This is an optimization exercise on Yosys and OpenROAD, whose aim is small area, not a production implementation.
Function was checked by simulation only, so behaviour that the tests miss may differ from the original.
Power and IR drop assume default switching activity.

### flow/flow/run.sh
#!/bin/bash
# Own layout flow: the standard synthesis, then the combinational cells of
# its netlist mapped again by ABC for area (every flip-flop instance is kept,
# with its name and cell type), then the standard layout with the port
# buffers made of sky130_fd_sc_hd__buf_1. Each tool's output goes to a log file
# in the work folder.
set -euo pipefail
W=$PWD
F=$W/flow
R=$W/orfs/results/$FLOW_PLATFORM/top/base
LIB=$FLOW_HOME/platforms/$FLOW_PLATFORM/lib/sky130_fd_sc_hd__tt_025C_1v80.lib

# 1. standard synthesis
bash standard.sh synth > $W/flow_synth.log 2>&1

# 2. map the combinational logic again
cp $R/1_2_yosys.v $W/std_synth.v
python3 $F/cellmodels.py $LIB $W/std_synth.v $W/cell_models.v > $W/cellmodels.log 2>&1
DONT_USE=$(python3 - "$LIB" <<'PY'
import re, sys
names = re.findall(r'\n\s*cell\s*\(\s*"?(\w+)"?\s*\)', open(sys.argv[1]).read())
print(' '.join('-dont_use ' + n for n in names
               if re.search(r'lpflow|probe|ebuf|einv|dlygate|dlymetal|clkdlybuf', n)))
PY
)
printf 'set_driving_cell sky130_fd_sc_hd__buf_1\nset_load 5\n' > $W/abc.constr
cat > $W/remap.ys <<YS
read_verilog $W/cell_models.v
read_verilog $W/std_synth.v
hierarchy -top $FLOW_TOP
proc
flatten
techmap
opt -fast -purge
abc -script $F/remap.abc -liberty $LIB $DONT_USE -constr $W/abc.constr -D 15000
opt_clean -purge
hilomap -singleton -hicell sky130_fd_sc_hd__conb_1 HI -locell sky130_fd_sc_hd__conb_1 LO
insbuf -buf sky130_fd_sc_hd__buf_1 A X
splitnets
opt_clean -purge
write_verilog -noattr -noexpr -nohex -nodec $W/remapped.v
YS
yosys -l $W/remap.log -q -s $W/remap.ys > /dev/null 2>&1
cp $W/remapped.v $R/1_2_yosys.v
rm -f $R/1_synth.odb

# 3. standard layout, small port buffers
export BUFFER_PORTS_ARGS="-buffer_cell sky130_fd_sc_hd__buf_1"
bash standard.sh finish > $W/flow_layout.log 2>&1
### flow/flow/cellmodels.py
#!/usr/bin/env python3
"""Write Verilog models of the liberty cells a netlist uses: combinational cells as
assign statements (so they can be flattened and mapped again), every other cell
(flip-flops, ties) as a blackbox with its pin directions.
usage: cellmodels.py LIB NETLIST OUT"""
import re, sys
lib, netlist, out = sys.argv[1:4]
used = set(re.findall(r'^\s*(sky130_fd_sc_hd__\w+)\s', open(netlist).read(), re.M))
text = open(lib).read()
cells = {}
for m in re.finditer(r'\n\s*cell\s*\(\s*"?(\w+)"?\s*\)\s*\{', text):
    cells[m.group(1)] = m.end()
def block(start):
    depth, i = 1, start
    while depth:
        c = text[i]
        if c == '{': depth += 1
        elif c == '}': depth -= 1
        i += 1
    return text[start:i]
res = []
for name in sorted(used):
    body = block(cells[name])
    pins = []
    for pm in re.finditer(r'\n\s*pin\s*\(\s*"?(\w+)"?\s*\)\s*\{', body):
        pb = body[pm.end():]
        # the pin's own attributes, up to its first nested group or closing brace
        d = re.search(r'direction\s*:\s*"?(\w+)"?', pb[:pb.find('}')] if 'timing' not in pb[:200] else pb)
        depth, i = 1, 0
        while depth:
            c = pb[i]
            if c == '{': depth += 1
            elif c == '}': depth -= 1
            i += 1
        own = pb[:i]
        d = re.search(r'direction\s*:\s*"?(\w+)"?\s*;', own)
        f = re.search(r'\bfunction\s*:\s*"([^"]*)"', own)
        pins.append((pm.group(1), d.group(1), f.group(1) if f else None))
    tie = 'conb' in name
    comb = tie or (not re.search(r'\b(ff|latch|statetable)\s*\(', body) and all(
        d != 'output' or f for _, d, f in pins))
    ports = ', '.join(p for p, _, _ in pins)
    lines = []
    if not comb:
        lines.append('(* blackbox *)')
    lines.append(f'module {name}({ports});')
    for p, d, f in pins:
        lines.append(f'  {d} {p};')
    if comb:
        for p, d, f in pins:
            if d == 'output':
                if tie:
                    lines.append(f"  assign {p} = 1'b{1 if p == 'HI' else 0};")
                    continue
                e = f.replace('!', '~').replace('+', '|').replace('*', '&')
                lines.append(f'  assign {p} = {e};')
    lines.append('endmodule')
    res.append('\n'.join(lines))
open(out, 'w').write('\n\n'.join(res) + '\n')
### flow/flow/remap.abc
strash
dc2
dch -f
map -a
mfs
strash
dc2
dch -f
map -a
topo
### flow/standard.sh
#!/bin/bash
# synth_recipe.tcl (not shown) runs the flow's synth.tcl, then flattens the netlist and writes it again
# the make line also repeats each setting of config.mk as NAME=value (left out here)
make -C /OpenROAD-flow-scripts/flow DESIGN_CONFIG=/design/flow/config.mk WORK_HOME=/design/flow/orfs CLKGATE_MAP_FILE= SYNTH_SCRIPT=/design/flow/synth_recipe.tcl "${@:-finish}"
### flow/config.mk
export PLATFORM = sky130hd
export DESIGN_NAME = top
export DESIGN_NICKNAME = top
export VERILOG_FILES = /design/flow/design.v
export SDC_FILE = /design/flow/constraint.sdc
export NUM_CORES = 4
export LEC_CHECK = 0
export ABC_AREA = 1
export CAP_MARGIN = 20
export CORE_MARGIN = 2
export CORE_UTILIZATION = 40
export CTS_BUF_LIST = sky130_fd_sc_hd__clkbuf_4
export SLEW_MARGIN = 20
### flow/constraint.sdc
create_clock -name core_clock -period 15.0 [get_ports {clkin}]
set_input_delay 3.0000 -clock core_clock [delete_from_list [all_inputs] [get_ports {clkin}]]
set_output_delay 3.0000 -clock core_clock [all_outputs]
set_load 0.01 [all_outputs]
### flow/design.v
`timescale 1ns / 1ps
module s_div (
    input            clkin,
    input            rst_n,
    output           a9,         
    output reg [7:0] g
    );
    reg       tg;
    reg [2:0] m;
    assign a9 = tg & m[2] & ~m[1];
    wire wrap = g[7] & g[6] & (g[5] | (g[2] & g[1] & g[0]));    
    always @(posedge clkin) begin
        if (!rst_n) begin
            tg <= 1'b0;
            m  <= 3'b000;
            g  <= 8'd224;
        end else begin
            tg <= ~tg;
            m  <= {m[1], m[0], ~m[2] & ~m[1]};
            if (a9) g <= wrap ? 8'd0 : g + 8'd1;
        end
    end
endmodule
`timescale 1ns / 1ps
module ajxd (
    input            clkin,
    input      [3:0] btn_in,
    input            first,      
    input            second,     
    output reg [3:0] btn_out
    );
    always @(posedge clkin) begin
        if (first)       btn_out <= btn_in;
        else if (second) btn_out <= btn_out & btn_in;
    end
endmodule
`timescale 1ns / 1ps
module decoder_7seg (
    input      [3:0] d,
    output reg [6:0] s
    );
    always @(*)
        case (d)
            4'd0:  s = 7'b1111110;
            4'd1:  s = 7'b0110000;
            4'd2:  s = 7'b1101101;
            4'd3:  s = 7'b1111001;
            4'd4:  s = 7'b0110011;
            4'd5:  s = 7'b1011011;
            4'd6:  s = 7'b0011111;
            4'd7:  s = 7'b1110000;
            4'd8:  s = 7'b1111111;
            4'd9:  s = 7'b1110011;
            4'd10: s = 7'b0000001;
            4'd11: s = 7'b1000000;
            4'd12: s = 7'b0001000;
            default: s = 7'b0000000;
        endcase
endmodule
`timescale 1ns / 1ps
module top(
    input clkin,     
    input rst_n,     
    input power,     
    input reset,     
    input [3:0] col,
    output beep,     
    output [11:0] led,
    output [7:0] seg,
    output [5:0] dig,
    output [3:0] row
    );
    assign row = 4'b1110;
    wire       a9;
    wire [7:0] g;
    s_div tb0(.clkin(clkin), .rst_n(rst_n), .a9(a9), .g(g));
    wire step   = a9 & (g == 8'd98);     
    wire samp1  = a9 & (g == 8'd18);     
    wire samp2  = a9 & (g == 8'd58);
    wire [3:0] key;
    ajxd kb(.clkin(clkin), .btn_in(col), .first(samp1), .second(samp2), .btn_out(key));
    wire [3:0] k = ~key;     
    reg [1:0] t;
    reg [3:0] o;
    reg       dir;
    reg       h;
    reg [3:0] lr;            
    reg       rs;            
    wire id  = (t == 2'd0) & (o == 4'd0);    
    wire t3  = t[1] & t[0];
    wire ar  = t3 & ~h;                      
    wire idm = t3 & h;                       
    wire mv  = ~id & ~t3;                    
    wire fl1 = (id & ~h) | (ar & dir);       
    wire fl2 = (id & h) | (ar & ~dir);       
    wire o9  = o[3] & o[0];
    wire n29 = t[1] & ~t[0] & o9;
    wire arU = ar & ~dir;
    wire arD = ar & dir;
    wire p   = power;
    wire pu  = p & ~fl2 & (k[3] | k[1]);     
    wire pd  = p & ~fl1 & (k[2] | k[0]);     
    wire R   = (rs ^ reset) & ~fl1;          
    wire E1  = p & (pu | ((lr[3] | lr[1]) & ~arU & ~R));
    wire E2  = p & (pd | R | (mv & dir) | ((lr[2] | lr[0]) & ~arD));
    wire cont  = mv & p & ~R & (dir ? ~pd : ~pu);    
    wire start = ~cont & (E1 | E2);                  
    wire atf   = fl1 | fl2;
    always @(posedge clkin) begin
        if (!rst_n) begin
            t <= 2'd0; o <= 4'd0; dir <= 1'b0; h <= 1'b0; lr <= 4'd0; rs <= 1'b0;
        end else if (step) begin
            rs    <= reset;
            if (cont) begin
                t <= o9 ? t + 2'd1 : t;
                o <= o9 ? 4'd0 : o + 4'd1;
            end else if (start) begin
                t   <= 2'd0;
                o   <= 4'd1;
                dir <= E2;
                h   <= 1'b0;
            end else begin
                t   <= atf ? 2'd0 : 2'd3;
                o   <= 4'd0;
                dir <= p & (mv | ar | (id & dir));
                h   <= atf ? fl2 : 1'b1;
            end
            lr[3] <= p & ((~fl2 & k[3]) | (lr[3] & ~arU & (pu | ~R)));
            lr[1] <= p & ((~fl2 & k[1]) | (lr[1] & ~arU & (pu | ~R)));
            lr[2] <= p & ((~fl1 & k[2]) | (lr[2] & ~arD));
            lr[0] <= p & ((~fl1 & k[0]) | (lr[0] & ~arD));
        end
    end
    wire [4:0] th;
    assign th[0] = ~idm & (t[1] | t[0] | o[3] | (o[2] & o[1]));      
    assign th[1] = ~idm & (t[1] | (t[0] & (o[3] | o[2] | o[1])));    
    assign th[2] = ~idm & (t[1] | (t[0] & o[3]));                    
    assign th[3] = ~idm & (t[1] & (t[0] | o[3] | o[2]));             
    assign th[4] = ar;                                       
    assign led[3:0]  = lr;
    assign led[6:4]  = 3'b000;
    assign led[11:7] = dir ? {th[0], th[1], th[2], th[3], th[4]} : th;
    assign beep = n29 & (g[2] ? (g[1] | g[0]) : ~(g[1] | g[0]));
    wire       v = ~(g[7] & g[6] & g[5]);
    wire [1:0] d = g[2:1];
    wire       run = mv | ar;
    wire [1:0] sta = {run & dir, run & ~dir};
    wire [1:0] ds  = run ? ((dir ^ ~t[1]) ? 2'd1 : 2'd2) : {id & dir & h, id & dir & ~h};
    reg  [1:0] sd;           
    always @(posedge clkin)
        if (d != 2'd1) sd <= sta;
    reg [3:0] sh;
    always @(*) begin
        case (d)
            2'd0: sh = {2'b00, ds};
            2'd1: sh = {1'b1, sd[1], ~sd[1], sd[0]};
            2'd2: sh = {2'b00, t[1] & ~t[0], t[0] & ~t[1]};
            default: sh = o;
        endcase
    end
    decoder_7seg dec(.d(sh), .s(seg[7:1]));
    assign seg[0] = d == 2'd2;
    assign dig = {~(v & (d == 2'd2)), ~(v & (d == 2'd3)), 2'b11, ~(v & (d == 2'd1)), ~(v & (d == 2'd0))};
endmodule
==> results of run 1 <==
-- metal layers --
metal,wire length [um],up-vias
met4,24,0
met5,0,-
met1,2060,822
met2,1960,43
li1,-,981
met3,229,2
-- cell type report --
cell class	instances	area [um^2]
multi-input combinational	196	917
inverter	51	191
sequential	31	681
timing repair buffer	29	109
fill	461	2330
clock inverter	3	23.8
tap	52	65.1
clock buffer	5	37.5
-- flip-flops by register name, summed over array words and instances (netlist names) --
register    flops
o               4
h               1
tb0.g           8
t               2
sd              2
kb.btn_out      4
lr              4
tb0.m           3
rs              1
dir             1
tb0.tg          1
-- where the power goes --
part,total [mW],internal [mW],switching (mW)
Clock,0.0525,0.0187,0.0337
Sequential,0.0860,0.0855,0.000507
Combinational,0.00610,0.00160,0.00450
-- critical path: stages, from the launching register on --
cell,delay [ns]
dfxtp_1,0.40
clkinv_1,0.17
nor2_1,0.26
clkinv_1,0.12
nor2_1,0.27
nor2_1,0.13
nor2_1,0.19
nor3_1,0.07
a21oi_1,0.16
a21boi_0,0.10
o22ai_1,0.18
clkinv_1,0.19
nor2_1,0.23
clkinv_1,0.12
a22oi_1,0.19
buf_1,0.17
-- worst min-delay path by stage --
stage,startpoint,end,slack [ns],cells after the start
final,tb0.m[0],tb0.m[1],0.41,2
after global placement,tb0.m[0],tb0.m[1],0.40,2
after detailed placement,tb0.m[0],tb0.m[1],0.39,2
after floorplan,tb0.m[0],tb0.m[1],0.38,2
after CTS,tb0.m[0],tb0.m[1],0.41,2
after global routing,tb0.tg,tb0.tg,0.44,1
==> impl_results.md, run 1 <==
- Period utilisation layout: 41.8%
- Worst Hold Class: flip-flop to flip-flop
- Fmax: 159 MHz
- Postcts setup bufs: 0
- Die area: 5080 um^2
- Reg2reg start: t[1]
- Die H: 71.3 um
- Cell area power density: 71.4 nW/um^2
- Placer Congestion: 0.967
- M1 GR Usage: 24.7%
- Pin count of the biggest net entering global routing: 13
- I/O Pins: 39
- DP Cell Count: 359
- Placed Area: 1960 um^2
- Pre-CTS setup slack: 9.14 ns
- GR Layer Usage met3: 6.05%
- DRT Wirelength: 4.28 mm
- GR Util met2: 28.3%
- Port Buf Inserts: 29
- Hold_buf cts: 0
- Routed via count: 1848
- Fin. max-slew vios: 0
- Post-synthesis cell count: 284
- Router iterations before antenna repair: 4
- CP endpoint kind: primary output
- Antenna violations before repair: 0
- Worst r2r path cells: 14
- P_leak: 0.707 nW
- Vias in the first global route: 1691
- Yosys warns: 4
- Startpoint types: flip-flop
- Setup CP Type: flip-flop to primary output
- Arr. time, crit path: 3.27 ns
- Cell row count: 24
- Initial DRC Count: 134
- Antenna Nets Post-Route: 0
- CTS clk-pin slew, worst paths: 0.11 ns
- Worst clock skew: 0.0154 ns
- Commonest non-fill, non-tap cells in the layout: nor2_1 (61), clkinv_1 (51), nand2_1 (37)
- Worst Setup EP: seg[4]
- Max cap viols: 0
- Commonest non-fill, non-tap cell in the layout: nor2_1
- Non-filler instance count after layout: 367
- Slew @ Worst Pin: 0.558 ns
- Core outline area: 4350 um^2
- CP max FO: 6
- Core Util, Final: 46.5%
- Count of final setup violators: 0
- Total power: 0.145 mW
- Reg2reg end: t[0]
- Outcome: no timing/DRC/antenna violations
- Area delta synth->final: 11.7%
- Cell Area, Synth: 1810 um^2
- # nets final: 322
- DP HPWL: 3.46 mm
- Crit path launch: t[1]
- ANT cells: 0
- DR WL/cell: 11.7 um
- Hold_ws: 0.409 ns
- Clock latency on the worst-skew pair: 0.35 ns
- # DRC: 0
- Starting Density: 41.6%
- Unrepaired setup endpoints after global routing: no
- Critical path required time: 12.00 ns
- Max_slew headroom: 62.4%
- Avg Inst Size Synth: 6.38 um^2
- CTS resizes: 0
- H-tree Lvls: 2
- Die W: 71.3 um
- Final Worst Setup Slack: 8.73 ns
- Clock tree sinks: 31
- Total global-route track usage: 18.6%
- Clock root cell: clkbuf_4
- CTS tree: done
- Layout cells sized above 1: 2.86%
- Clock Path Buffers: 2
- Routed vias/inst: 5.04
- Reg-to-reg slack, setup: 11.77 ns
- Fin Setup TNS: 0 ns
- Post-route cell area: 2020 um^2
- First-pass GRT wire length: 7.41 mm
- Total gr overflow: 0
- CTS Buf Count: 5
- Post-route minimum period: 6.27 ns
- Endpoints failing hold: 0
- Worst VDD drop: 0.0545 mV
- Busiest grt layer: met2
==> inputs of run 2 (changes only) <==
--- a/flow/flow/run.sh
+++ b/flow/flow/run.sh
@@ -35,8 +35,10 @@
 abc -script $F/remap.abc -liberty $LIB $DONT_USE -constr $W/abc.constr -D 15000
 opt_clean -purge
-hilomap -singleton -hicell sky130_fd_sc_hd__conb_1 HI -locell sky130_fd_sc_hd__conb_1 LO
-insbuf -buf sky130_fd_sc_hd__buf_1 A X
+hilomap -hicell sky130_fd_sc_hd__conb_1 HI -locell sky130_fd_sc_hd__conb_1 LO
 splitnets
 opt_clean -purge
+insbuf -buf sky130_fd_sc_hd__buf_1 A X
+opt_clean -purge
+rename -hide w:*.*
 write_verilog -noattr -noexpr -nohex -nodec $W/remapped.v
 YS
--- a/flow/config.mk
+++ b/flow/config.mk
@@ -9,5 +9,5 @@
 export CAP_MARGIN = 20
 export CORE_MARGIN = 2
-export CORE_UTILIZATION = 40
+export CORE_UTILIZATION = 60
 export CTS_BUF_LIST = sky130_fd_sc_hd__clkbuf_4
 export SLEW_MARGIN = 20
==> impl_results.md, run 2 <==
- Outcome: no timing/DRC/antenna violations (unchanged)
- CTS clk-pin slew, worst paths: 0.10 ns (was 0.11 ns)
- Arr. time, crit path: 3.25 ns (was 3.27 ns)
- DR WL/cell: 11.7 um (about the same)
- CTS tree: done (unchanged)
- Layout cells sized above 1: 2.54% (was 2.86%)
- Commonest non-fill, non-tap cell in the layout: nor2_1 (unchanged)
- P_leak: 0.712 nW (was 0.707 nW)
- Cell row count: 19 (was 24)
- Non-filler instance count after layout: 346 (was 367)
- Die H: 58.8 um (was 71.3 um)
- Post-route minimum period: 6.25 ns (was 6.27 ns)
- Postcts setup bufs: 0 (unchanged)
- # nets final: 322 (unchanged)
- Clock Path Buffers: 2 (unchanged)
- Clock latency on the worst-skew pair: 0.34 ns (was 0.35 ns)
- Initial DRC Count: 183 (was 134)
- Critical-path top delay cell: dfxtp_1 (unchanged)
- Fin. max-slew vios: 0 (unchanged)
- DRT Wirelength: 4.05 mm (was 4.28 mm)
- Setup CP Type: flip-flop to primary output (unchanged)
- Period utilisation layout: 41.7% (was 41.8%)
- CTS Buf Count: 5 (unchanged)
- DP HPWL: 3.13 mm (was 3.46 mm)
- Avg Inst Size Synth: 6.40 um^2 (was 6.38 um^2)
- Yosys warns: 4 (unchanged)
- Cell Area, Synth: 1800 um^2 (was 1810 um^2)
- Unrepaired setup endpoints after global routing: no (unchanged)
- Slew @ Worst Pin: 0.652 ns (was 0.558 ns)
- CP max FO: 6 (unchanged)
- CP endpoint kind: primary output (unchanged)
- Total gr overflow: 0 (unchanged)
- DP Cell Count: 338 (was 359)
- Largest Register: tb0.g (unchanged)
- H-tree Lvls: 2 (unchanged)
- I/O Pins: 39 (unchanged)
- Largest register FFs: 8 (unchanged)
- Slowest stage delay, CP: 0.39 ns (was 0.40 ns)
- Cell area power density: 70.7 nW/um^2 (was 71.4 nW/um^2)
- Core outline area: 2810 um^2 (was 4350 um^2)
- ANT cells: 0 (unchanged)
- Worst Hold Class: flip-flop to flip-flop (unchanged)
- Clock tree sinks: 31 (unchanged)
- Router iterations before antenna repair: 15 (was 4)
- Worst clock skew: 0.00574 ns (was 0.0154 ns)
- Die W: 58.8 um (was 71.3 um)
- Hold_ws: 0.408 ns (was 0.409 ns)
- Max cap viols: 0 (unchanged)
- Max_slew headroom: 56.1% (was 62.4%)
- Die area: 3460 um^2 (was 5080 um^2)
- Antenna Nets Post-Route: 0 (unchanged)
- Hold_buf cts: 0 (unchanged)
- First-pass GRT wire length: 6.64 mm (was 7.41 mm)
- Fin Setup TNS: 0 ns (unchanged)
- Area delta synth->final: 10.3% (was 11.7%)
- Count of final setup violators: 0 (unchanged)
- Fmax: 160 MHz (was 159 MHz)
- Vias in the first global route: 1496 (was 1691)
- Total global-route track usage: 25.4% (was 18.6%)
- Placer Congestion: 0.933 (was 0.967)
- Clock root cell: clkbuf_4 (unchanged)
- Starting Density: 64.3% (was 41.6%)
- Post-synthesis cell count: 282 (was 284)
- Critical path required time: 12.00 ns (about the same)
- Port Buf Inserts: 29 (unchanged)
- Worst path cell trace: clkinv_1, nor2_1, clkinv_1, nor2_1, nor2_1, nor2_1, nor3_1, a21oi_1, nand3_1, a22oi_1, clkinv_1, a21oi_1, clkinv_1, a21oi_1, a22oi_1, buf_1 (was clkinv_1, nor2_1, clkinv_1, nor2_1, nor2_1, nor2_1, nor3_1, a21oi_1, a21boi_0, o22ai_1, clkinv_1, nor2_1, clkinv_1, a22oi_1, buf_1)
- Pin count of the biggest net entering global routing: 13 (unchanged)
- Routed vias/inst: 5.51 (was 5.04)
- Commonest non-fill, non-tap cells in the layout: nor2_1 (61), clkinv_1 (52), nand2_1 (37) (was nor2_1 (61), clkinv_1 (51), nand2_1 (37))
- CTS resizes: 0 (unchanged)
- Worst VDD drop: 0.0641 mV (was 0.0545 mV)
- Routed via count: 1906 (was 1848)
- Antenna violations before repair: 0 (unchanged)
- Startpoint types: flip-flop (unchanged)
- Endpoints failing hold: 0 (unchanged)
- Core Util, Final: 71.0% (was 46.5%)
- # DRC: 0 (unchanged)
==> run 2: power breakdown <==
part	leakage (nW)	internal, mW	switching [mW]
registers	0.264	0.0855	0.000518
logic	0.415	0.00160	0.00444
clock network	0.0331	0.0194	0.0293
total	0.712	0.106	0.0342
==> run 2: final timing paths <==
check,from,to,slack [ns],cells after the start
hold / removal,tb0.m[0],tb0.m[1],0.41,2
setup reg to reg,t[1],t[0],11.79,14
setup / recovery,t[1],seg[4],8.75,16
hold reg to reg,tb0.m[0],tb0.m[1],0.41,2
==> run 2: final cells by class <==
cell class / count / area (um^2)
Inverter: 51 / 191
Fill cell: 255 / 815
Clock inverter: 2 / 8.76
Multi-Input combinational cell: 196 / 917
Clock buffer: 6 / 45.0
Timing Repair Buffer: 29 / 109
Sequential cell: 31 / 681
Tap cell: 31 / 38.8
==> run 2: critical path, delay by kind of cell (launching register included) <==
| kind | cells | cell delay, ns |
|---|---|---|
| simple gates | 6 | 1.00 |
| flops | 1 | 0.39 |
| compound gates | 5 | 0.79 |
| buf+inv | 5 | 0.70 |
==> run 2: routing by layer <==
layer  vias to the layer above  part of all wire [%]  GRT usage, %
met3                         7                   7.8          6.37
li1                        991                     -             -
met1                       829                    49          37.3
met5                         -                     0             0
met4                         0                   1.5          9.09
met2                        79                    42          36.0
==> run 2: per-stage QoR <==
step	cell area [um^2]	worst slack [ns]	total power, mW
2_1_floorplan	1800	9.60	0.0918
3_3_place_gp	1940	9.32	0.0938
3_5_place_dp	1940	9.17	0.0938
4_1_cts	1990	8.79	0.142
5_1_grt	1990	8.34	0.146
6_report	1990	8.75	0.141
==> inputs of run 3 (changes only) <==
--- a/flow/config.mk
+++ b/flow/config.mk
@@ -9,5 +9,5 @@
 export CAP_MARGIN = 20
 export CORE_MARGIN = 2
-export CORE_UTILIZATION = 60
-export CTS_BUF_LIST = sky130_fd_sc_hd__clkbuf_4
+export CORE_UTILIZATION = 40
+export CTS_BUF_LIST = sky130_fd_sc_hd__clkbuf_4 sky130_fd_sc_hd__clkbuf_8
 export SLEW_MARGIN = 20
==> impl_results.md, run 3 <==
- Outcome: no timing/DRC/antenna violations (unchanged)
- ANT cells: 0 (unchanged)
- Fmax: 163 MHz (was 160 MHz)
- Postcts setup bufs: 0 (unchanged)
- Worst clock skew: 0.00522 ns (was 0.00574 ns)
- Starting Density: 41.4% (was 64.3%)
- Port Buf Inserts: 29 (unchanged)
- Initial DRC Count: 141 (was 183)
- Reg area: 681 um^2 (unchanged)
- CTS Buf Count: 5 (unchanged)
- Cell row count: 24 (was 19)
- Most common cell on crit path: nor2_1
- Critical-path top delay cell: dfxtp_1 (unchanged)
- Worst Hold Class: flip-flop to flip-flop (unchanged)
- Vias in the first global route: 1603 (was 1496)
- Hold_ws: 0.404 ns (was 0.408 ns)
- P_leak: 0.724 nW (was 0.712 nW)
- First-pass GRT wire length: 7.04 mm (was 6.64 mm)
- Antenna violations before repair: 0 (unchanged)
- Die W: 71.2 um (was 58.8 um)
- Worst VDD drop: 0.0455 mV (was 0.0641 mV)
- Non-filler instance count after layout: 367 (was 346)
- Antenna Nets Post-Route: 0 (unchanged)
- # nets final: 322 (unchanged)
- DP Cell Count: 359 (was 338)
- Yosys warns: 4 (unchanged)
- Slew @ Worst Pin: 0.560 ns (was 0.652 ns)
- Fin. max-slew vios: 0 (unchanged)
- Die H: 71.2 um (was 58.8 um)
- Slowest stage delay, CP: 0.41 ns (was 0.39 ns)
- Routed vias/inst: 5.00 (was 5.51)
- Clock root cell: clkbuf_8 (was clkbuf_4)
- Total global-route track usage: 17.4% (was 25.4%)
- # DRC: 0 (unchanged)
- CP max FO: 5 (was 6)
- Post-route minimum period: 6.12 ns (was 6.25 ns)
- Hold_buf cts: 0 (unchanged)
- I/O Pins: 39 (unchanged)
- Pin count of the biggest net entering global routing: 13 (unchanged)
- Critical path required time: 12.00 ns (about the same)
- H-tree Lvls: 2 (unchanged)
- Max_slew headroom: 62.2% (was 56.1%)
- Clock latency on the worst-skew pair: 0.29 ns (was 0.34 ns)
- Clock tree sinks: 31 (unchanged)
- Clock Path Buffers: 2 (unchanged)
- Arr. time, crit path: 3.12 ns (was 3.25 ns)
- Fin Setup TNS: 0 ns (unchanged)
- Max cap viols: 0 (unchanged)
- DP HPWL: 3.38 mm (was 3.13 mm)
- CP endpoint kind: primary output (unchanged)
- Area delta synth->final: 13.7% (was 10.3%)
- DR WL/cell: 11.6 um (was 11.7 um)
- CTS resizes: 0 (unchanged)
- Cell Area, Synth: 1800 um^2 (unchanged)
- Commonest non-fill, non-tap cell in the layout: nor2_1 (unchanged)
- Multi-input gate area: 917 um^2 (unchanged)
- Post-synthesis cell count: 282 (unchanged)
- Worst r2r path cells: 14 (unchanged)
- Largest register FFs: 8 (unchanged)
- Router iterations before antenna repair: 4 (was 15)
- Unrepaired setup endpoints after global routing: no (unchanged)
- Cell area power density: 77.8 nW/um^2 (was 70.7 nW/um^2)
- Layout cells sized above 1: 2.86% (was 2.54%)
- Total gr overflow: 0 (unchanged)
- Die area: 5060 um^2 (was 3460 um^2)
- Placer Congestion: 0.933 (about the same)
- Worst path cell trace: clkinv_1, nor2_1, clkinv_1, nor2_1, nor2_1, nor2_1, nor3_1, a21oi_1, nand3_1, a22oi_1, clkinv_1, nor2_1, nor2_1, o21ai_0, nand2_1, buf_1 (was clkinv_1, nor2_1, clkinv_1, nor2_1, nor2_1, nor2_1, nor3_1, a21oi_1, nand3_1, a22oi_1, clkinv_1, a21oi_1, clkinv_1, a21oi_1, a22oi_1, buf_1)
- Largest Register: tb0.g (unchanged)
- CTS tree: done (unchanged)
- CTS clk-pin slew, worst paths: 0.07 ns (was 0.10 ns)
- Commonest non-fill, non-tap cells in the layout: nor2_1 (61), clkinv_1 (51), nand2_1 (37) (was nor2_1 (61), clkinv_1 (52), nand2_1 (37))
- Fillers: 451 (was 255)
- Count of final setup violators: 0 (unchanged)
- Period utilisation layout: 40.8% (was 41.7%)
- Core outline area: 4350 um^2 (was 2810 um^2)
- Startpoint types: flip-flop (unchanged)
- Hold depth: 2 (unchanged)
- Endpoints failing hold: 0 (unchanged)
- DRT Wirelength: 4.25 mm (was 4.05 mm)
- Routed via count: 1835 (was 1906)
- Setup CP Type: flip-flop to primary output (unchanged)
- Avg Inst Size Synth: 6.40 um^2 (unchanged)
[run 3: area by class of cell]
cell class	count	area share, %
timing repair buffer	29	5.30
multi-input combinational	196	44.7
inverter	51	9.33
tap	52	3.17
sequential	31	33.2
clock inverter	2	0.610
clock buffer	6	3.72
[run 3: power by group]
group          internal [mW]  leakage [nW]  switching, mW
Clock                 0.0342        0.0446         0.0333
Combinational        0.00160         0.415        0.00449
Sequential            0.0855         0.264       0.000516
Total                  0.121         0.724         0.0383
[run 3: through the flow]
stage          total power, mW  utilization (%)  area, um^2  setup slack, ns
3_5_place_dp            0.0940             45.1        1960             9.23
2_1_floorplan           0.0918                -        1800             9.60
3_3_place_gp            0.0940             45.1        1960             9.27
6_report                 0.160             47.1        2050             8.88
5_1_grt                  0.165             47.1        2050             8.43
4_1_cts                  0.160             47.1        2050             8.92
[run 3: metal layers]
metal	GRT usage (%)	vias to the layer above	part of all wire, %
met5	0	-	0
met4	6.29	0	1.4
met3	4.70	8	6.2
met2	25.7	47	43
met1	24.4	792	50
li1	-	988	-
[run 3: worst paths after layout]
| path | startpoint | end | slack, ns |
|---|---|---|---|
| min reg2reg | tb0.m[0] | tb0.m[1] | 0.40 |
| min | tb0.m[0] | tb0.m[1] | 0.40 |
| max | t[0] | seg[2] | 8.88 |
| max reg2reg | t[0] | t[1] | 11.90 |
[run 3: worst max-delay path, delay by kind of cell, from the launching register on]
| kind | cells | cell delay, ns |
|---|---|---|
| AND/OR/NAND/NOR | 9 | 1.25 |
| flip-flops | 1 | 0.41 |
| buffers and inverters | 4 | 0.57 |
| AO/OA/AOI/OAI | 3 | 0.60 |
==> inputs of run 4 (changes only) <==
--- a/flow/design.v
+++ b/flow/design.v
@@ -37,24 +37,15 @@
 `timescale 1ns / 1ps
 module decoder_7seg (
-    input      [3:0] d,
-    output reg [6:0] s
+    input  [3:0] d,
+    output [6:0] s
     );
-    always @(*)
-        case (d)
-            4'd0:  s = 7'b1111110;
-            4'd1:  s = 7'b0110000;
-            4'd2:  s = 7'b1101101;
-            4'd3:  s = 7'b1111001;
-            4'd4:  s = 7'b0110011;
-            4'd5:  s = 7'b1011011;
-            4'd6:  s = 7'b0011111;
-            4'd7:  s = 7'b1110000;
-            4'd8:  s = 7'b1111111;
-            4'd9:  s = 7'b1110011;
-            4'd10: s = 7'b0000001;
-            4'd11: s = 7'b1000000;
-            4'd12: s = 7'b0001000;
-            default: s = 7'b0000000;
-        endcase
+    wire D = d[3], C = d[2], B = d[1], A = d[0];
+    assign s[6] = ~((~D & ~C & ~B & A) | (C & ~A));                  
+    assign s[5] = ~(C & (A ^ B));                                    
+    assign s[4] = C | ~B | A;                                        
+    assign s[3] = ~((~C & ~B & A) | (C & ~B & ~A) | (C & B & A));    
+    assign s[2] = ~A & (~C | B);                                     
+    assign s[1] = D | (~B & ~A) | (C & ~B) | (C & ~A);               
+    assign s[0] = D | (B & ~C) | (C & ~B) | (C & ~A);                
 endmodule
 `timescale 1ns / 1ps
@@ -87,9 +78,8 @@
     reg [3:0] lr;            
     reg       rs;            
-    wire id  = (t == 2'd0) & (o == 4'd0);    
     wire t3  = t[1] & t[0];
-    wire ar  = t3 & ~h;                      
-    wire idm = t3 & h;                       
-    wire mv  = ~id & ~t3;                    
+    wire id  = t3 & o[0];                    
+    wire ar  = t3 & ~o[0] & ~h;              
+    wire mv  = ~t3;                          
     wire fl1 = (id & ~h) | (ar & dir);       
     wire fl2 = (id & h) | (ar & ~dir);       
@@ -109,5 +99,5 @@
     always @(posedge clkin) begin
         if (!rst_n) begin
-            t <= 2'd0; o <= 4'd0; dir <= 1'b0; h <= 1'b0; lr <= 4'd0; rs <= 1'b0;
+            t <= 2'd3; o <= 4'd1; dir <= 1'b0; h <= 1'b0; lr <= 4'd0; rs <= 1'b0;
         end else if (step) begin
             rs    <= reset;
@@ -121,6 +111,6 @@
                 h   <= 1'b0;
             end else begin
-                t   <= atf ? 2'd0 : 2'd3;
-                o   <= 4'd0;
+                t   <= 2'd3;
+                o   <= {3'd0, atf};
                 dir <= p & (mv | ar | (id & dir));
                 h   <= atf ? fl2 : 1'b1;
@@ -133,8 +123,8 @@
     end
     wire [4:0] th;
-    assign th[0] = ~idm & (t[1] | t[0] | o[3] | (o[2] & o[1]));      
-    assign th[1] = ~idm & (t[1] | (t[0] & (o[3] | o[2] | o[1])));    
-    assign th[2] = ~idm & (t[1] | (t[0] & o[3]));                    
-    assign th[3] = ~idm & (t[1] & (t[0] | o[3] | o[2]));             
+    assign th[0] = ar | (mv & (t[1] | t[0] | o[3] | (o[2] & o[1])));     
+    assign th[1] = ar | (mv & (t[1] | (t[0] & (o[3] | o[2] | o[1]))));  
+    assign th[2] = ar | (mv & (t[1] | (t[0] & o[3])));                   
+    assign th[3] = ar | (mv & t[1] & (o[3] | o[2]));                     
     assign th[4] = ar;                                       
     assign led[3:0]  = lr;
@@ -150,14 +140,10 @@
     always @(posedge clkin)
         if (d != 2'd1) sd <= sta;
-    reg [3:0] sh;
-    always @(*) begin
-        case (d)
-            2'd0: sh = {2'b00, ds};
-            2'd1: sh = {1'b1, sd[1], ~sd[1], sd[0]};
-            2'd2: sh = {2'b00, t[1] & ~t[0], t[0] & ~t[1]};
-            default: sh = o;
-        endcase
-    end
-    decoder_7seg dec(.d(sh), .s(seg[7:1]));
+    wire [1:0] x  = d[1] ? {t[1] & ~t[0], t[0] & ~t[1]} : ds;
+    wire [6:0] px = {~x[0], 1'b1, ~x[1], ~x[0], ~x[0], ~x[0] & ~x[1], x[1]};
+    wire [6:0] ps = {sd[0], 1'b0, 1'b0, sd[1], 1'b0, 1'b0, ~sd[0] & ~sd[1]};
+    wire [6:0] po;
+    decoder_7seg dec(.d(o & {4{mv}}), .s(po));
+    assign seg[7:1] = (d == 2'd3) ? po : (d == 2'd1) ? ps : px;
     assign seg[0] = d == 2'd2;
     assign dig = {~(v & (d == 2'd2)), ~(v & (d == 2'd3)), 2'b11, ~(v & (d == 2'd1)), ~(v & (d == 2'd0))};
==> flow/flow/remap.abc (replaced) <==
strash
&get -n
&deepsyn -T 60
&put
dch -f
map -a
mfs
strash
dch -f
amap
topo
--- a/flow/config.mk
+++ b/flow/config.mk
@@ -8,6 +8,8 @@
 export ABC_AREA = 1
 export CAP_MARGIN = 20
-export CORE_MARGIN = 2
-export CORE_UTILIZATION = 40
-export CTS_BUF_LIST = sky130_fd_sc_hd__clkbuf_4 sky130_fd_sc_hd__clkbuf_8
+export CORE_AREA = 2 2 62 62
+export CTS_BUF_LIST = sky130_fd_sc_hd__clkbuf_8
+export CTS_CLUSTER_DIAMETER = 100
+export CTS_CLUSTER_SIZE = 32
+export DIE_AREA = 0 0 64 64
 export SLEW_MARGIN = 20
==> impl_results.md, run 4 <==
- Core outline area: 3390 um^2 (was 4350 um^2)
- Setup CP Type: flip-flop to primary output (unchanged)
- DP Cell Count: 296 (was 359)
- Min-delay src: tb0.tg (was tb0.m[0])
- Worst VDD drop: 0.0600 mV (was 0.0455 mV)
- Unrepaired setup endpoints after global routing: no (unchanged)
- Starting Density: 48.0% (was 41.4%)
- Postcts setup bufs: 0 (unchanged)
- # DRC: 0 (unchanged)
- CP max FO: 10 (was 5)
- Fin. max-slew vios: 0 (unchanged)
- Die W: 64 um (was 71.2 um)
- DP HPWL: 2.87 mm (was 3.38 mm)
- Min-Delay Endpoint: tb0.tg (was tb0.m[1])
- Initial DRC Count: 137 (was 141)
- Post-route cell area: 1870 um^2 (was 2050 um^2)
- Endpoints failing hold: 0 (unchanged)
- Reg2reg start: tb0.g[1] (was t[0])
- Multi-input gate area: 832 um^2 (was 917 um^2)
- Largest register FFs: 8 (unchanged)
- Worst r2r path cells: 8 (was 14)
- DR WL/cell: 12.2 um (was 11.6 um)
- Router iterations before antenna repair: 4 (unchanged)
- Clock Path Buffers: 2 (unchanged)
- Port Buf Inserts: 29 (unchanged)
- Post-synthesis cell count: 224 (was 282)
- Clock root cell: clkbuf_8 (unchanged)
- Die H: 64 um (was 71.2 um)
- Reg2reg end: o[1] (was t[1])
- Routed vias/inst: 5.29 (was 5.00)
- Hold_buf cts: 0 (unchanged)
- Max cap viols: 0 (unchanged)
- Startpoint types: flip-flop (unchanged)
- Antenna Nets Post-Route: 0 (unchanged)
- # nets final: 265 (was 322)
- Placed Area: 1780 um^2 (was 1960 um^2)
- Critical-path top delay cell: nor2_1 (was dfxtp_1)
- Vias in the first global route: 1383 (was 1603)
- Fin Setup TNS: 0 ns (unchanged)
- Reg area: 681 um^2 (unchanged)
- Area delta synth->final: 14.8% (was 13.7%)
- Cell row count: 21 (was 24)
- Antenna violations before repair: 0 (unchanged)
- Worst path cell trace: clkinv_1, nor2_1, clkinv_1, nor2_1, nor2_1, o31ai_1, o21ai_0, a31oi_1, clkinv_1, a21oi_1, o31ai_1, buf_1 (was clkinv_1, nor2_1, clkinv_1, nor2_1, nor2_1, nor2_1, nor3_1, a21oi_1, nand3_1, a22oi_1, clkinv_1, nor2_1, nor2_1, o21ai_0, nand2_1, buf_1)
- Pre-CTS setup slack: 9.24 ns (was 9.23 ns)
- CTS tree: done (unchanged)
- Reg-to-reg slack, setup: 11.39 ns (was 11.90 ns)
- CTS clk-pin slew, worst paths: 0.06 ns (was 0.07 ns)
- Outcome: no timing/DRC/antenna violations (unchanged)
- H-tree Lvls: 2 (unchanged)
- Period utilisation layout: 41.3% (was 40.8%)
- Clock tree sinks: 31 (unchanged)
- Commonest non-fill, non-tap cells in the layout: nor2_1 (47), buf_1 (29), clkinv_1 (26) (was nor2_1 (61), clkinv_1 (51), nand2_1 (37))
- Final Worst Setup Slack: 8.81 ns (was 8.88 ns)
- Slew @ Worst Pin: 0.719 ns (was 0.560 ns)
- Largest Register: tb0.g (unchanged)
- I/O Pins: 39 (unchanged)
- Total gr overflow: 0 (unchanged)
- P_leak: 0.675 nW (was 0.724 nW)
- Routed via count: 1609 (was 1835)
- Cell area power density: 101 nW/um^2 (was 77.8 nW/um^2)
- First-pass GRT wire length: 6.21 mm (was 7.04 mm)
- Worst clock skew: 0.00541 ns (was 0.00522 ns)
- Layout cells sized above 1: 2.71% (was 2.86%)
- Critical path required time: 12.00 ns (about the same)
- Die area: 4100 um^2 (was 5060 um^2)
- Pin count of the biggest net entering global routing: 12 (was 13)
- Hold depth: 1 (was 2)
- Clock latency on the worst-skew pair: 0.28 ns (was 0.29 ns)
- Worst Hold Class: flip-flop to flip-flop (unchanged)
- Max_slew headroom: 51.4% (was 62.2%)
- Count of final setup violators: 0 (unchanged)
- Avg Inst Size Synth: 7.26 um^2 (was 6.40 um^2)
- Slowest stage delay, CP: 0.55 ns (was 0.41 ns)
- DRT Wirelength: 3.71 mm (was 4.25 mm)
- Arr. time, crit path: 3.19 ns (was 3.12 ns)
- ANT cells: 0 (unchanged)
- Fmax: 162 MHz (was 163 MHz)
- Yosys warns: 3 (was 4)
- Post-route minimum period: 6.19 ns (was 6.12 ns)
- Placer Congestion: 0.851 (was 0.933)
- Cell Area, Synth: 1630 um^2 (was 1800 um^2)
- Non-filler instance count after layout: 304 (was 367)
- Commonest non-fill, non-tap cell in the layout: nor2_1 (unchanged)
- Fillers: 328 (was 451)
- Core Util, Final: 55.0% (was 47.1%)
- CTS resizes: 0 (unchanged)
- CTS Buf Count: 5 (unchanged)
- CP endpoint kind: primary output (unchanged)
- Total global-route track usage: 19.6% (was 17.4%)
==> run 4: worst max-delay path by stage <==
stage	startpoint	to	slack [ns]	cells past startpoint
2_1_floorplan	t[0]	seg[4]	9.70	11
3_3_place_gp	t[0]	seg[4]	9.38	12
3_5_place_dp	t[0]	seg[4]	9.24	12
4_1_cts	t[0]	seg[4]	8.91	12
5_1_grt	t[0]	seg[4]	8.54	12
6_report	t[0]	seg[4]	8.81	12
==> run 4: layout make-up <==
| type | instances | area share [%] |
|---|---|---|
| multi-input cells | 163 | 44.6 |
| inverters | 26 | 5.23 |
| well taps | 46 | 3.09 |
| clock inverters | 3 | 0.671 |
| clock buffers | 5 | 3.69 |
| flip-flops and latches | 31 | 36.5 |
| repair buffers | 30 | 6.24 |
==> run 4: worst max-delay path: cells and delay by family (launching register included) <==
family          cells  cell delay [ns]
compound gates      5             0.95
buf+inv             4             0.71
flops               1             0.38
simple gates        3             0.86
==> run 4: power breakdown <==
part / total, mW / switching (mW) / internal [mW] / leakage, nW
Combinational: 0.0348 / 0.0230 / 0.0119 / 0.362
Sequential: 0.0921 / 0.00349 / 0.0886 / 0.263
Clock: 0.0617 / 0.0305 / 0.0311 / 0.0505
==> run 4: per-layer routing <==
metal	share of wire (%)	track usage, %	vias to the layer above
li1	-	-	835
met1	49	25.9	727
met2	44	30.2	40
met3	5.3	5.11	7
met4	1.8	8.15	0
met5	0	0	-
==> run 4: stage by stage <==
step                      total power [mW]  hold slack (ns)
after floorplan                      0.118            0.392
after global placement               0.129            0.409
after detailed placement             0.128            0.404
after CTS                            0.190            0.415
after global routing                 0.199            0.440
final                                0.189            0.421
==> inputs of run 5 (changes only) <==
--- a/flow/config.mk
+++ b/flow/config.mk
@@ -9,7 +9,5 @@
 export CAP_MARGIN = 20
 export CORE_AREA = 2 2 62 62
-export CTS_BUF_LIST = sky130_fd_sc_hd__clkbuf_8
-export CTS_CLUSTER_DIAMETER = 100
-export CTS_CLUSTER_SIZE = 32
+export CTS_BUF_LIST = sky130_fd_sc_hd__clkbuf_4
 export DIE_AREA = 0 0 64 64
 export SLEW_MARGIN = 20
==> impl_results.md, run 5 <==
- Starting Density: 48.0% (unchanged)
- Period utilisation layout: 41.7% (was 41.3%)
- Reg power frac: 51.8% (was 48.8%)
- Outcome: no timing/DRC/antenna violations (unchanged)
- Hold_buf cts: 0 (unchanged)
- Layout cells sized above 1: 3.49% (was 2.71%)
- Combinational share of power: 19.6% (was 18.5%)
- CP endpoint kind: primary output (unchanged)
- Fmax: 160 MHz (was 162 MHz)
- Unrepaired setup endpoints after global routing: no (unchanged)
- Worst clock skew: 0.0127 ns (was 0.00541 ns)
- P_leak: 0.661 nW (was 0.675 nW)
- DRT Wirelength: 3.68 mm (was 3.71 mm)
- Switching share of power: 31.1% (was 30.2%)
- Clock Path Buffers: 2 (unchanged)
- Pin count of the biggest net entering global routing: 12 (unchanged)
- Initial DRC Count: 150 (was 137)
- Cell row count: 21 (unchanged)
- Worst VDD drop: 0.0563 mV (was 0.0600 mV)
- Core outline area: 3390 um^2 (unchanged)
- Clock latency on the worst-skew pair: 0.34 ns (was 0.28 ns)
- H-tree Lvls: 2 (unchanged)
- Vias in the first global route: 1409 (was 1383)
- Placer Congestion: 0.851 (unchanged)
- Antenna violations before repair: 0 (unchanged)
- Fillers: 330 (was 328)
- Total global-route track usage: 19.8% (was 19.6%)
- Avg Inst Size Synth: 7.26 um^2 (unchanged)
- Routed via count: 1598 (was 1609)
- Antenna Nets Post-Route: 0 (unchanged)
- Count of final setup violators: 0 (unchanged)
- # DRC: 0 (unchanged)
- NetSw: 0.0552 mW (was 0.0570 mW)
- P_int: 0.122 mW (was 0.132 mW)
- Commonest non-fill, non-tap cell in the layout: nor2_1 (unchanged)
- Setup CP Type: flip-flop to primary output (unchanged)
- Cell area power density: 96.3 nW/um^2 (was 101 nW/um^2)
- Commonest non-fill, non-tap cells in the layout: nor2_1 (47), buf_1 (29), clkinv_1 (26) (unchanged)
- Pre-CTS setup slack: 9.24 ns (unchanged)
- Cell Area, Synth: 1630 um^2 (unchanged)
- Routed vias/inst: 5.26 (was 5.29)
- # nets final: 265 (unchanged)
- Yosys warns: 3 (unchanged)
- Largest register FFs: 8 (unchanged)
- Total power: 0.177 mW (was 0.189 mW)
- Worst Hold Class: flip-flop to flip-flop (unchanged)
- CTS tree: done (unchanged)
- Area delta synth->final: 13.3% (was 14.8%)
- I/O Pins: 39 (unchanged)
- Final Worst Setup Slack: 8.75 ns (was 8.81 ns)
- Clock root cell: clkbuf_4 (was clkbuf_8)
- CP max FO: 10 (unchanged)
- Largest Register: tb0.g (unchanged)
- Clock tree sinks: 31 (unchanged)
- DP HPWL: 2.87 mm (unchanged)
- Total gr overflow: 0 (unchanged)
- Router iterations before antenna repair: 4 (unchanged)
- ANT cells: 0 (unchanged)
- Startpoint types: flip-flop (unchanged)
- Die H: 64 um (unchanged)
- Fin. max-slew vios: 0 (unchanged)
- Arr. time, crit path: 3.25 ns (was 3.19 ns)
- Slew @ Worst Pin: 0.723 ns (was 0.719 ns)
- Post-route minimum period: 6.25 ns (was 6.19 ns)
- DR WL/cell: 12.1 um (was 12.2 um)
- Endpoints failing hold: 0 (unchanged)
- CTS Buf Count: 5 (unchanged)
- CTS clk-pin slew, worst paths: 0.10 ns (was 0.06 ns)
- Post-synthesis cell count: 224 (unchanged)
- CTS resizes: 0 (unchanged)
- First-pass GRT wire length: 6.28 mm (was 6.21 mm)
- Fin Setup TNS: 0 ns (unchanged)
- Critical path required time: 12.00 ns (about the same)
- Clk network pwr share: 28.6% (was 32.7%)
- Die area: 4100 um^2 (unchanged)
- Max cap viols: 0 (unchanged)
- Max_slew headroom: 51.1% (was 51.4%)
- Die W: 64 um (unchanged)
- Postcts setup bufs: 0 (unchanged)
- Port Buf Inserts: 29 (unchanged)
==> run 5: changes by cell type in the layout (fill, tap and decap cells not counted) <==
cell,change
clkbuf_4,+7
inv_1,-2
clkbuf_8,-5
==> run 5: area by class of cell <==
type / instances / area (um^2) / area share [%]
clock buffers: 7 / 52.6 / 2.85
inverters: 26 / 97.6 / 5.30
repair buffers: 30 / 116 / 6.32
multi-input cells: 163 / 832 / 45.2
flip-flops and latches: 31 / 681 / 37.0
clock inverters: 1 / 5.00 / 0.272
well taps: 46 / 57.6 / 3.12
==> run 5: path summary, 6_finish.rpt <==
path	startpoint	end	slack [ns]	cells past startpoint
hold reg to reg	tb0.tg	tb0.tg	0.42	1
setup reg to reg	tb0.g[1]	o[1]	11.40	8
hold / removal	tb0.tg	tb0.tg	0.42	1
setup / recovery	t[0]	seg[4]	8.75	12
==> run 5: power groups by stage <==
| stage | Sequential [mW] | Clock (mW) | Combinational (mW) |
|---|---|---|---|
| after floorplan | 0.0929 | 0 | 0.0250 |
| after global placement | 0.0938 | 0 | 0.0349 |
| after detailed placement | 0.0938 | 0 | 0.0343 |
| after CTS | 0.0919 | 0.0520 | 0.0344 |
| after global routing | 0.0926 | 0.0573 | 0.0391 |
| final | 0.0919 | 0.0507 | 0.0347 |
==> run 5: layer usage <==
| metal | up-vias | wire, um | track usage (%) |
|---|---|---|---|
| li1 | 837 | - | - |
| met1 | 709 | 1790 | 26.3 |
| met2 | 45 | 1610 | 29.3 |
| met3 | 7 | 228 | 7.57 |
| met4 | 0 | 57 | 7.07 |
| met5 | - | 0 | 0 |
==> run 5: critical path: stages, from the launching register on <==
cell      delay [ns]
dfxtp_1         0.40
clkinv_1        0.16
nor2_1          0.54
clkinv_1        0.28
nor2_1          0.25
nor2_1          0.07
o31ai_1         0.34
o21ai_0         0.18
a31oi_1         0.23
clkinv_1        0.12
a21oi_1         0.12
o31ai_1         0.08
buf_1           0.14
==> run 5: per-stage QoR <==
| step | utilization [%] | instances | hold slack (ns) | instance area (um^2) |
|---|---|---|---|---|
| 2_1_floorplan | - | 224 | 0.392 | 1630 |
| 3_3_place_gp | 52.6 | 296 | 0.409 | 1780 |
| 3_5_place_dp | 52.6 | 296 | 0.404 | 1780 |
| 4_1_cts | 54.3 | 304 | 0.420 | 1840 |
| 5_1_grt | 54.3 | 304 | 0.445 | 1840 |
| 6_report | 54.3 | 304 | 0.424 | 1840 |
==> inputs of run 6 (changes only) <==
--- a/flow/flow/run.sh
+++ b/flow/flow/run.sh
@@ -2,7 +2,7 @@
 # Own layout flow: the standard synthesis, then the combinational cells of
 # its netlist mapped again by ABC for area (every flip-flop instance is kept,
-# with its name and cell type), then the standard layout with the port
-# buffers made of sky130_fd_sc_hd__buf_1. Each tool's output goes to a log file
-# in the work folder.
+# with its name and cell type), tie cells paired, then the standard layout
+# with the port buffers made of sky130_fd_sc_hd__buf_1 and a clock tree without
+# dummy loads. Each tool's output goes to a log file in the work folder.
 set -euo pipefail
 W=$PWD
@@ -44,8 +44,11 @@
 YS
 yosys -l $W/remap.log -q -s $W/remap.ys > /dev/null 2>&1
-cp $W/remapped.v $R/1_2_yosys.v
+python3 $F/pairties.py $W/remapped.v $R/1_2_yosys.v > $W/pairties.log 2>&1
 rm -f $R/1_synth.odb
 
-# 3. standard layout, small port buffers
+# 3. standard layout, small port buffers, each tie cell kept where it is (it
+# drives one port from each output), no dummy clock loads in the clock tree
 export BUFFER_PORTS_ARGS="-buffer_cell sky130_fd_sc_hd__buf_1"
+export SKIP_REPAIR_TIE_FANOUT=1
+export CTS_ARGS="-sink_clustering_enable -repair_clock_nets -dont_use_dummy_load -buf_list sky130_fd_sc_hd__clkbuf_4"
 bash standard.sh finish > $W/flow_layout.log 2>&1
==> flow/flow/pairties.py (new file) <==
#!/usr/bin/env python3
"""Merge tie cells: a sky130 conb_1 has both a HI and a LO output, so a cell that
only drives HI and one that only drives LO become one cell.
usage: pairties.py IN.v OUT.v"""
import re, sys
src = open(sys.argv[1]).read()
pat = re.compile(r'  sky130_fd_sc_hd__conb_1 (\S+) \(\n    \.(HI|LO)\(([^)]*)\)\n  \);\n')
his, los = [], []
for m in pat.finditer(src):
    (his if m.group(2) == 'HI' else los).append(m)
drop, merged = set(), {}
for h, l in zip(his, los):
    drop.add(l.group(1))
    merged[h.group(1)] = '  sky130_fd_sc_hd__conb_1 %s (\n    .HI(%s),\n    .LO(%s)\n  );\n' % (
        h.group(1), h.group(3), l.group(3))
def sub(m):
    if m.group(1) in drop:
        return ''
    return merged.get(m.group(1), m.group(0))
open(sys.argv[2], 'w').write(pat.sub(sub, src))
==> impl_results.md, run 6 <==
- DP HPWL: 2.98 mm (was 2.87 mm)
- Final Worst Setup Slack: 8.77 ns (was 8.75 ns)
- Largest Register: tb0.g (unchanged)
- Avg Inst Size Synth: 7.32 um^2 (was 7.26 um^2)
- Placer Congestion: 0.880 (was 0.851)
- Max_slew headroom: 57.0% (was 51.1%)
- Pre-CTS setup slack: 9.24 ns (about the same)
- Commonest non-fill, non-tap cell in the layout: nor2_1 (unchanged)
- DRT Wirelength: 3.79 mm (was 3.68 mm)
- Hold_ws: 0.424 ns (about the same)
- Worst path cell trace: clkinv_1, nor2_1, clkinv_1, nor2_1, nor2_1, o31ai_1, o21ai_0, a31oi_1, clkinv_1, a21oi_1, o31ai_1, buf_1 (unchanged)
- Combinational share of power: 20.5% (was 19.6%)
- Fin Setup TNS: 0 ns (unchanged)
- Antenna violations before repair: 0 (unchanged)
- CTS resizes: 0 (unchanged)
- Fillers: 354 (was 330)
- Reg power frac: 54.5% (was 51.8%)
- Routed via count: 1596 (was 1598)
- Crit path launch: t[0] (unchanged)
- Clock latency on the worst-skew pair: 0.33 ns (was 0.34 ns)
- # nets final: 265 (unchanged)
- DR WL/cell: 12.8 um (was 12.1 um)
- I/O Pins: 39 (unchanged)
- Clock root cell: clkbuf_4 (unchanged)
- Pin count of the biggest net entering global routing: 12 (unchanged)
- Yosys warns: 3 (unchanged)
- Slew @ Worst Pin: 0.637 ns (was 0.723 ns)
- H-tree Lvls: 2 (unchanged)
- Startpoint types: flip-flop (unchanged)
- Clk network pwr share: 24.9% (was 28.6%)
- Largest register FFs: 8 (unchanged)
- Arr. time, crit path: 3.23 ns (was 3.25 ns)
- Unrepaired setup endpoints after global routing: no (unchanged)
- Max cap viols: 0 (unchanged)
- Reg2reg start: tb0.g[1] (unchanged)
- Setup CP Type: flip-flop to primary output (unchanged)
- Slowest stage delay, CP: 0.53 ns (was 0.54 ns)
- Die area: 4100 um^2 (unchanged)
- P_int: 0.116 mW (was 0.122 mW)
- CTS Buf Count: 5 (unchanged)
- Reg area: 681 um^2 (unchanged)
- Total gr overflow: 0 (unchanged)
- Cell row count: 21 (unchanged)
- Die H: 64 um (unchanged)
- Hold_buf cts: 0 (unchanged)
- Routed vias/inst: 5.37 (was 5.26)
- Worst clock skew: 0.0157 ns (was 0.0127 ns)
- CP endpoint kind: primary output (unchanged)
- Total global-route track usage: 21.5% (was 19.8%)
- First-pass GRT wire length: 6.85 mm (was 6.28 mm)
- Cell Area, Synth: 1610 um^2 (was 1630 um^2)
- Cell area power density: 93.3 nW/um^2 (was 96.3 nW/um^2)
- ANT cells: 0 (unchanged)
- Critical-path top delay cell: nor2_1 (unchanged)
- Post-synthesis cell count: 220 (was 224)
- Min-delay src: tb0.tg (unchanged)
- Commonest non-fill, non-tap cells in the layout: nor2_1 (47), buf_1 (29), clkinv_1 (26) (unchanged)
- CP max FO: 10 (unchanged)
- Starting Density: 47.5% (was 48.0%)
- Core outline area: 3390 um^2 (unchanged)
- Port Buf Inserts: 29 (unchanged)
- Layout cells sized above 1: 2.39% (was 3.49%)
- Router iterations before antenna repair: 4 (unchanged)
- Area delta synth->final: 12.2% (was 13.3%)
- Fin. max-slew vios: 0 (unchanged)
- Clock Path Buffers: 2 (unchanged)
- Worst r2r path cells: 8 (unchanged)
- Critical path required time: 12.00 ns (about the same)
- Reg2reg end: t[1] (was o[1])
- Count of final setup violators: 0 (unchanged)
- Reg-to-reg slack, setup: 11.42 ns (was 11.40 ns)
- Multi-input gate area: 817 um^2 (was 832 um^2)
- Vias in the first global route: 1517 (was 1409)
- Outcome: no timing/DRC/antenna violations (unchanged)
- Worst Hold Class: flip-flop to flip-flop (unchanged)
- CTS tree: done (unchanged)
- Clock tree sinks: 31 (unchanged)
- # DRC: 0 (unchanged)
- Endpoints failing hold: 0 (unchanged)
- Period utilisation layout: 41.5% (was 41.7%)
- Fmax: 160 MHz (about the same)
- Antenna Nets Post-Route: 0 (unchanged)
- NetSw: 0.0527 mW (was 0.0552 mW)
- CTS clk-pin slew, worst paths: 0.10 ns (about the same)
- Worst VDD drop: 0.0486 mV (was 0.0563 mV)
- Hold depth: 1 (unchanged)
- P_leak: 0.635 nW (was 0.661 nW)
- Postcts setup bufs: 0 (unchanged)
- Total power: 0.169 mW (was 0.177 mW)
- Min-Delay Endpoint: tb0.tg (unchanged)
- Die W: 64 um (unchanged)
- Initial DRC Count: 133 (was 150)
- Switching share of power: 31.3% (was 31.1%)
- Post-route minimum period: 6.23 ns (was 6.25 ns)
-- run 6: worst max path at each step --
stage / endpoint / slack (ns) / depth (start not counted)
2_1_floorplan: seg[4] / 9.70 / 11
3_3_place_gp: seg[4] / 9.39 / 12
3_5_place_dp: seg[4] / 9.24 / 12
4_1_cts: seg[4] / 8.86 / 12
5_1_grt: seg[4] / 8.31 / 12
6_report: seg[4] / 8.77 / 12
-- run 6: area by class of cell --
type / count / share of cell area [%]
clock buffer: 5 / 2.08
tap: 46 / 3.19
timing repair buffer: 30 / 6.44
multi-input combinational: 159 / 45.2
sequential: 31 / 37.7
inverter: 26 / 5.40
-- run 6: stage by stage --
| stage | instance area [um^2] | std cells | utilization [%] |
|---|---|---|---|
| 2_1_floorplan | 1610 | 220 | - |
| 3_3_place_gp | 1770 | 292 | 52.2 |
| 3_5_place_dp | 1770 | 292 | 52.2 |
| 4_1_cts | 1810 | 297 | 53.3 |
| 5_1_grt | 1810 | 297 | 53.3 |
| 6_report | 1810 | 297 | 53.3 |
-- run 6: metal layers --
metal | track usage, % | wire length (um)
met3 | 7.04 | 229
met5 | 0 | 0
met2 | 33.7 | 1740
met4 | 7.07 | 42
met1 | 27.8 | 1780
-- run 6: power groups by stage --
stage	registers, mW	logic [mW]	clock network (mW)
2_1_floorplan	0.0929	0.0250	0
3_3_place_gp	0.0939	0.0346	0
3_5_place_dp	0.0938	0.0342	0
4_1_cts	0.0919	0.0344	0.0432
5_1_grt	0.0926	0.0398	0.0471
6_report	0.0919	0.0346	0.0421
-- run 6: critical path: cells and delay by family (launching register included) --
family | cells | cell delay (ns)
flops | 1 | 0.39
simple gates | 3 | 0.84
compound gates | 5 | 0.98
buf+inv | 4 | 0.70
==> inputs of run 7 (changes only) <==
==> flow/flow/run.sh (replaced) <==
#!/bin/bash
# Own layout flow: the standard synthesis, then the combinational cells of
# its netlist mapped again by ABC for area (every flip-flop instance is kept,
# with its name and cell type; four ABC runs with different seeds, the
# smallest result is kept), the constant outputs tied to one tie cell, then
# the standard layout with the port buffers made of sky130_fd_sc_hd__buf_1
# and a clock tree without dummy loads. Each tool's output goes to a log file
# in the work folder.
set -euo pipefail
W=$PWD
F=$W/flow
R=$W/orfs/results/$FLOW_PLATFORM/top/base
LIB=$FLOW_HOME/platforms/$FLOW_PLATFORM/lib/sky130_fd_sc_hd__tt_025C_1v80.lib

# 1. standard synthesis
bash standard.sh synth > $W/flow_synth.log 2>&1

# 2. map the combinational logic again
cp $R/1_2_yosys.v $W/std_synth.v
python3 $F/cellmodels.py $LIB $W/std_synth.v $W/cell_models.v > $W/cellmodels.log 2>&1
DONT_USE=$(python3 - "$LIB" <<'PY'
import re, sys
names = re.findall(r'\n\s*cell\s*\(\s*"?(\w+)"?\s*\)', open(sys.argv[1]).read())
print(' '.join('-dont_use ' + n for n in names
               if re.search(r'lpflow|probe|ebuf|einv|dlygate|dlymetal|clkdlybuf', n)))
PY
)
printf 'set_driving_cell sky130_fd_sc_hd__buf_1\nset_load 5\n' > $W/abc.constr
for S in 0 1 2 3; do
  sed "s/@SEED@/$S/" $F/remap.abc > $W/remap_$S.abc
  cat > $W/remap_$S.ys <<YS
read_verilog $W/cell_models.v
read_verilog $W/std_synth.v
hierarchy -top $FLOW_TOP
proc
flatten
techmap
opt -fast -purge
abc -script $W/remap_$S.abc -liberty $LIB $DONT_USE -constr $W/abc.constr -D 15000
opt_clean -purge
hilomap -singleton -hicell sky130_fd_sc_hd__conb_1 HI -locell sky130_fd_sc_hd__conb_1 LO
splitnets
opt_clean -purge
rename -hide w:*.*
write_verilog -noattr -noexpr -nohex -nodec $W/remapped_$S.v
YS
  yosys -l $W/remap_$S.log -q -s $W/remap_$S.ys > /dev/null 2>&1 &
done
wait
python3 $F/pick.py $LIB $W/remapped.v $W/remapped_0.v $W/remapped_1.v $W/remapped_2.v $W/remapped_3.v > $W/pick.log 2>&1
python3 $F/pairties.py $W/remapped.v $R/1_2_yosys.v > $W/pairties.log 2>&1
rm -f $R/1_synth.odb

# 3. standard layout, small port buffers, the tie cell kept as it is, no dummy
# loads in the clock tree
export BUFFER_PORTS_ARGS="-buffer_cell sky130_fd_sc_hd__buf_1"
export SKIP_REPAIR_TIE_FANOUT=1
export CTS_ARGS="-sink_clustering_enable -repair_clock_nets -dont_use_dummy_load -buf_list sky130_fd_sc_hd__clkbuf_4"
bash standard.sh finish > $W/flow_layout.log 2>&1
==> flow/flow/pick.py (new file) <==
#!/usr/bin/env python3
"""Copy the netlist with the smallest standard-cell area to OUT.
usage: pick.py LIB OUT NETLIST..."""
import re, shutil, sys
lib, out, nets = sys.argv[1], sys.argv[2], sys.argv[3:]
area = {}
for c in re.split(r'\n\s*cell\s*\(', open(lib).read())[1:]:
    a = re.search(r'\barea\s*:\s*([\d.]+)', c)
    if a:
        area[re.match(r'\s*"?(\w+)"?', c).group(1)] = float(a.group(1))
best = None
for n in nets:
    try:
        cells = re.findall(r'^\s*(sky130_fd_sc_hd__\w+)\s', open(n).read(), re.M)
    except OSError:
        continue
    if not cells:
        continue
    total = sum(area[c] for c in cells)
    print(n, round(total, 2))
    if best is None or total < best[0]:
        best = (total, n)
print('kept', best[1])
shutil.copy(best[1], out)
==> flow/flow/remap.abc (replaced) <==
strash
&get -n
&deepsyn -T 60 -S @SEED@
&put
dch -f
map -a
mfs
strash
dch -f
amap
topo
==> impl_results.md, run 7 <==
- Outcome: no timing/DRC/antenna violations (unchanged)
- Startpoint types: flip-flop (unchanged)
- DR WL/cell: 13.3 um (was 12.8 um)
- Cell Area, Synth: 1580 um^2 (was 1610 um^2)
- Die area: 4100 um^2 (unchanged)
- Critical path required time: 12.00 ns (about the same)
- Layout cells sized above 1: 2.43% (was 2.39%)
- I/O Pins: 39 (unchanged)
- Largest Register: tb0.g (unchanged)
- Initial DRC Count: 122 (was 133)
- Die H: 64 um (unchanged)
- Die W: 64 um (unchanged)
- Commonest non-fill, non-tap cell in the layout: nor2_1 (unchanged)
- CTS clk-pin slew, worst paths: 0.09 ns (was 0.10 ns)
- Switching share of power: 31.1% (was 31.3%)
- Fmax: 160 MHz (about the same)
- CTS Buf Count: 5 (unchanged)
- CTS tree: done (unchanged)
- First-pass GRT wire length: 6.70 mm (was 6.85 mm)
- Core outline area: 3390 um^2 (unchanged)
- Router iterations before antenna repair: 4 (unchanged)
- # nets final: 258 (was 265)
- Cell area power density: 94.0 nW/um^2 (was 93.3 nW/um^2)
- Max_slew headroom: 49.4% (was 57.0%)
- Starting Density: 46.6% (was 47.5%)
- Worst clock skew: 0.0164 ns (was 0.0157 ns)
- Antenna Nets Post-Route: 0 (unchanged)
- Reg power frac: 54.6% (was 54.5%)
- Cell row count: 21 (unchanged)
- Count of final setup violators: 0 (unchanged)
- Fin Setup TNS: 0 ns (unchanged)
- Clock Path Buffers: 2 (unchanged)
- DRT Wirelength: 3.90 mm (was 3.79 mm)
- Yosys warns: 3 (unchanged)
- Endpoints failing hold: 0 (unchanged)
- Worst VDD drop: 0.0539 mV (was 0.0486 mV)
- Hold_buf cts: 0 (unchanged)
- # DRC: 0 (unchanged)
- CTS resizes: 0 (unchanged)
- Largest register FFs: 8 (unchanged)
- Slew @ Worst Pin: 0.749 ns (was 0.637 ns)
- Postcts setup bufs: 0 (unchanged)
- Antenna violations before repair: 0 (unchanged)
- Combinational share of power: 20.9% (was 20.5%)
- Core Util, Final: 52.9% (was 53.3%)
- DP HPWL: 3.07 mm (was 2.98 mm)
- Fillers: 343 (was 354)
- Fin. max-slew vios: 0 (unchanged)
- Clock latency on the worst-skew pair: 0.33 ns (about the same)
- Arr. time, crit path: 3.24 ns (was 3.23 ns)
- Pin count of the biggest net entering global routing: 12 (unchanged)
- NetSw: 0.0524 mW (was 0.0527 mW)
- Unrepaired setup endpoints after global routing: no (unchanged)
- Total power: 0.168 mW (was 0.169 mW)
- Routed vias/inst: 5.55 (was 5.37)
- Total gr overflow: 0 (unchanged)
- Post-route minimum period: 6.24 ns (was 6.23 ns)
- Port Buf Inserts: 29 (unchanged)
- Period utilisation layout: 41.6% (was 41.5%)
- Placer Congestion: 0.846 (was 0.880)
- CP max FO: 10 (unchanged)
- ANT cells: 0 (unchanged)
- Post-synthesis cell count: 212 (was 220)
- Hold_ws: 0.425 ns (was 0.424 ns)
- Commonest non-fill, non-tap cells in the layout: nor2_1 (47), buf_1 (29), clkinv_1 (26) (unchanged)
- Avg Inst Size Synth: 7.45 um^2 (was 7.32 um^2)
- H-tree Lvls: 2 (unchanged)
- Total global-route track usage: 20.9% (was 21.5%)
- Vias in the first global route: 1502 (was 1517)
- Max cap viols: 0 (unchanged)
==> run 7: power by group through the flow <==
stage	clock, mW	combinational, mW	sequential, mW
2_1_floorplan	0	0.0250	0.0929
3_3_place_gp	0	0.0342	0.0937
3_5_place_dp	0	0.0346	0.0938
4_1_cts	0.0427	0.0348	0.0918
5_1_grt	0.0468	0.0394	0.0925
6_report	0.0413	0.0351	0.0919
==> run 7: final timing paths <==
check | startpoint | end | slack (ns) | cells after the start
worst min-delay path | tb0.tg | tb0.tg | 0.42 | 1
worst max-delay path | t[0] | seg[4] | 8.76 | 12
worst max register to register | tb0.g[1] | t[1] | 11.30 | 8
worst min register to register | tb0.tg | tb0.tg | 0.42 | 1
==> run 7: routing by layer <==
metal	GRT usage (%)	vias to the layer above	routed length, um
met1	26.6	734	1800
li1	-	826	-
met5	0	-	0
met2	33.5	59	1800
met4	7.88	0	63
met3	5.81	8	241
==> run 7: cell type report <==
class	instances	area, um^2	area share [%]
Multi-Input combinational cell	155	802	44.8
Sequential cell	31	681	38.0
Timing Repair Buffer	30	116	6.49
Inverter	26	97.6	5.45
Tap cell	46	57.6	3.21
Clock buffer	5	37.5	2.09
==> run 7: critical path, cell delays in order (launching register included) <==
cell and delay, ns:
dfxtp_1 0.38, clkinv_1 0.15, nor2_1 0.52, clkinv_1 0.28, nor2_1 0.25, nor2_1 0.07
o31ai_1 0.33, o21ai_0 0.19, a31oi_1 0.25, clkinv_1 0.12, a21oi_1 0.15, o31ai_1 0.09
buf_1 0.14
==> run 7: per-stage QoR <==
stage               area [um^2]  setup slack, ns  std cells
floorplan                  1580             9.70        212
global placement           1750             9.39        288
detailed placement         1750             9.19        288
CTS                        1790             8.83        293
finish                     1790             8.76        293
global route               1790             8.50        293

Re-timed with assumed drivers on the ports (clkbuf_16 on the clock, buf_2 on other inputs), run 7 has 8.740 ns of setup slack against 8.763 ns with ideal ports, and 9.080 ns once port delays also move by the mid clock arrival of 0.341 ns.
